Background: an optimization exercise with open tools, aiming at small area and a short achievable clock period. Do not read the settings as production practice.
In this exercise RTL edits were held to simulation tests only and were not proved equivalent to the original.

Setup of zinc:
Design riscv_core, start of the top module:
module riscv_core
(
	input  wire        clk,
	input  wire        rst,
	output wire [31:0] ib_addr,
	input  wire [31:0] ib_data,
	output wire        ib_valid,
	input  wire        ib_ready,
	output wire [31:0] db_addr,
	output wire [ 3:0] db_lanes,
	input  wire [31:0] db_din,
	output wire [31:0] db_dout,
	output wire        db_wr,
	output wire        db_valid,
	input  wire        db_ready
);
reg  [31:1] pc;    
reg  [31:0] fi0, fi1;
reg  [31:1] fa0, fa1;
reg         rp, wp;
reg  [ 1:0] cnt;
reg         skip;
wire        jmp;
wire [31:1] jmp_addr;
wire        hazard;
wire        ready = !hazard;
wire        f_full  = cnt[1];
wire        f_valid = cnt != 2'b00;
wire [31:0] f_instr = rp ? fi1 : fi0;
wire [31:1] f_addr  = rp ? fa1 : fa0;
assign ib_addr  = {pc, 1'b0};
assign ib_valid = !f_full;
localparam NPB = 4;
reg  [31:1]    ps0, ps1;
reg  [NPB-1:0] pcc;
wire [NPB:0]   pn_c;
assign pn_c[0] = 1'b0;
wire [31:1] bp_jimm = {{12{ib_data[31]}}, ib_data[19:12], ib_data[20], ib_data[30:21]};
wire [31:1] bp_bimm = {{20{ib_data[31]}}, ib_data[7], ib_data[30:25], ib_data[11:8]};
wire        bp_jal  = ib_data[6:0] == 7'h6F;
wire        bp_br   = ib_data[6:0] == 7'h63 && ib_data[31];
wire        f_take  = ib_valid && ib_ready && !skip;
wire [31:1] pn_base = jmp ? jmp_addr : pc;
wire [31:1] pn_inc  = jmp ? 31'd0 : bp_jal ? bp_jimm : bp_br ? bp_bimm : 31'd2;
wire        pn_load = jmp || f_take;
wire [31:1] pn_s0, pn_s1;
wire [NPB-1:0] pn_g, pn_p;
genvar pb;
generate
	for (pb = 0; pb < NPB; pb = pb + 1)
	begin : pcb
		localparam LO = 1 + 8 * pb;
		localparam HI = (8 * pb + 8 < 31) ? 8 * pb + 8 : 31;
		localparam N  = HI - LO + 1;
		wire [N:0] s0 = {1'b0, pn_base[HI:LO]} + {1'b0, pn_inc[HI:LO]};
		wire [N:0] s1 = {1'b0, pn_base[HI:LO]} + {1'b0, pn_inc[HI:LO]} + {{N{1'b0}}, 1'b1};
		assign pn_s0[HI:LO] = s0[N-1:0];
		assign pn_s1[HI:LO] = s1[N-1:0];
		assign pn_g[pb] = s0[N];
		assign pn_p[pb] = s1[N];
		assign pn_c[pb+1] = pn_g[pb] | (pn_p[pb] & pn_c[pb]);
		always @*
			pc[HI:LO] = pcc[pb] ? ps1[HI:LO] : ps0[HI:LO];
	end
endgenerate
always @(posedge clk or posedge rst)
begin
	if (rst)
	begin
		ps0 <= 31'd0;
		ps1 <= 31'd0;
		pcc <= {NPB{1'b0}};
	end
	else if (pn_load)
	begin
		ps0 <= pn_s0;
		ps1 <= pn_s1;
		pcc <= pn_c[NPB-1:0];
	end
end
  ...
export LEC_CHECK = 0
export ABC_AREA = 1
export CAP_MARGIN = 30
export CELL_PAD_IN_SITES_DETAIL_PLACEMENT = 1
export CELL_PAD_IN_SITES_GLOBAL_PLACEMENT = 2
export CORE_MARGIN = 2
export CORE_UTILIZATION = 45
export PLACE_DENSITY = 0.6
export SLEW_MARGIN = 30
create_clock -name core_clock -period 110.0 [get_ports {clk}]
standard.sh (not shown) runs the stock make flow with config.mk's settings and CLKGATE_MAP_FILE= SYNTH_SCRIPT=/design/flow/synth_recipe.tcl, a recipe that flattens the netlist after the stock synthesis.
==> flow/flow/run.sh <==
#!/bin/bash
# Standard synthesis and layout (the standard.sh), with ORFS's repair_timing asked for
# extra setup margin and free to resize cells across footprints. The SDC is the design's.
set -euo pipefail
bash standard.sh SETUP_SLACK_MARGIN=85 MATCH_CELL_FOOTPRINT=0 finish > make.log 2>&1
The final layout from zinc, which completed every stage, passed the timing, DRC and antenna checks at the end of the flow.
Modified inputs, yarrow compared to zinc
Settings: SLEW_MARGIN changed from 30 to 20; CAP_MARGIN changed from 30 to 20.
[summary]
The flow completed for yarrow, but it is not clean: the layout still shows capacitance limit, slew limit. zinc → yarrow: number of search-and-repair iterations in the first detailed-routing pass decreased by 1 relative to the old numbers, via count stayed essentially flat, worst slew slack as a fraction of its limit shows a reduction of 20 points, hold slack now smaller, number of cells after detailed placement about even. yarrow: clock skew 0.042 ns above zinc. ~same register fraction of the total cell area in zinc and yarrow. The run with more setup slack is yarrow; zinc has less. Post-route cell area: zinc vs yarrow — no meaningful difference.
For ember, these inputs were changed with respect to yarrow:
Settings: CORE_UTILIZATION now 55, was 45; CTS_CLUSTER_DIAMETER now 100, previously not set; CTS_BUF_LIST now sky130_fd_sc_hd__clkbuf_8, previously not set; CTS_CLUSTER_SIZE now 40, previously not set; PLACE_DENSITY now 0.68, was 0.6.
### Flow results
ember did not make it past global placement without I/O, where a tool error ended it. ember against yarrow: overall die width dropped 9.5%; vertical die dimension dropped 9.5%. The number of library cell types mapped by synthesis of ember and that of yarrow are within noise of each other.
--- input diff ember..sierra ---
Settings: SLEW_MARGIN now 30, was 20; CAP_MARGIN now 30, was 20; PLACE_DENSITY now 0.58, was 0.68; CTS_CLUSTER_DIAMETER no longer set, was 100; CTS_BUF_LIST no longer set, was sky130_fd_sc_hd__clkbuf_8; CORE_UTILIZATION now 40, was 55; CTS_CLUSTER_SIZE no longer set, was 40.
sierra did not stop at any stage, and its layout met the timing, DRC and antenna checks.
ember: it failed during global placement without I/O, and the tool reported GPL-0301.
sierra -> ember: summed instance area of the synthesized netlist delta 0, exact match
sierra and ember ended up with roughly the same simple-gate portion of the synthesized area.
Taking sierra as 1.0, ember lands at 0.854 on die width.
Re flip-flop and latch count after synthesis: no difference whatsoever between ember and sierra.
Looking at initial core utilization, sierra sits 15 points lower than ember does.
Compared with ember, sierra shows a higher number of cell rows.
The die extent in y in sierra sits about 17% above the value recorded for ember.
sierra -> ember: net count of the mapped netlist delta 0, exact match

## re-timing with driven ports
No port has a modelled driver above. Below, the same layouts with a new extraction and two added sets of constraints.
Step 1 assumes that a clkbuf_16 drives the clock port and a buf_2 every other input.
Step 2 also shifts input and output timing later by t, the mid clock arrival at the registers, as if the neighbouring blocks saw the same clock.
Three values: ideal, step 1, step 2; two values: the first two.
run	t (ns)	setup slack, ns	worst data-port slew with drivers (ns)
zinc	0.996	85.148 / 85.029 / 84.309	0.08
yarrow	0.995	85.152 / 85.036 / 84.369	0.08
sierra	0.996	85.124 / 85.006 / 84.353	0.05
For zinc, which loses most, drivers alone change the setup slack by -0.119 ns; drivers and shift together by -0.839 ns.
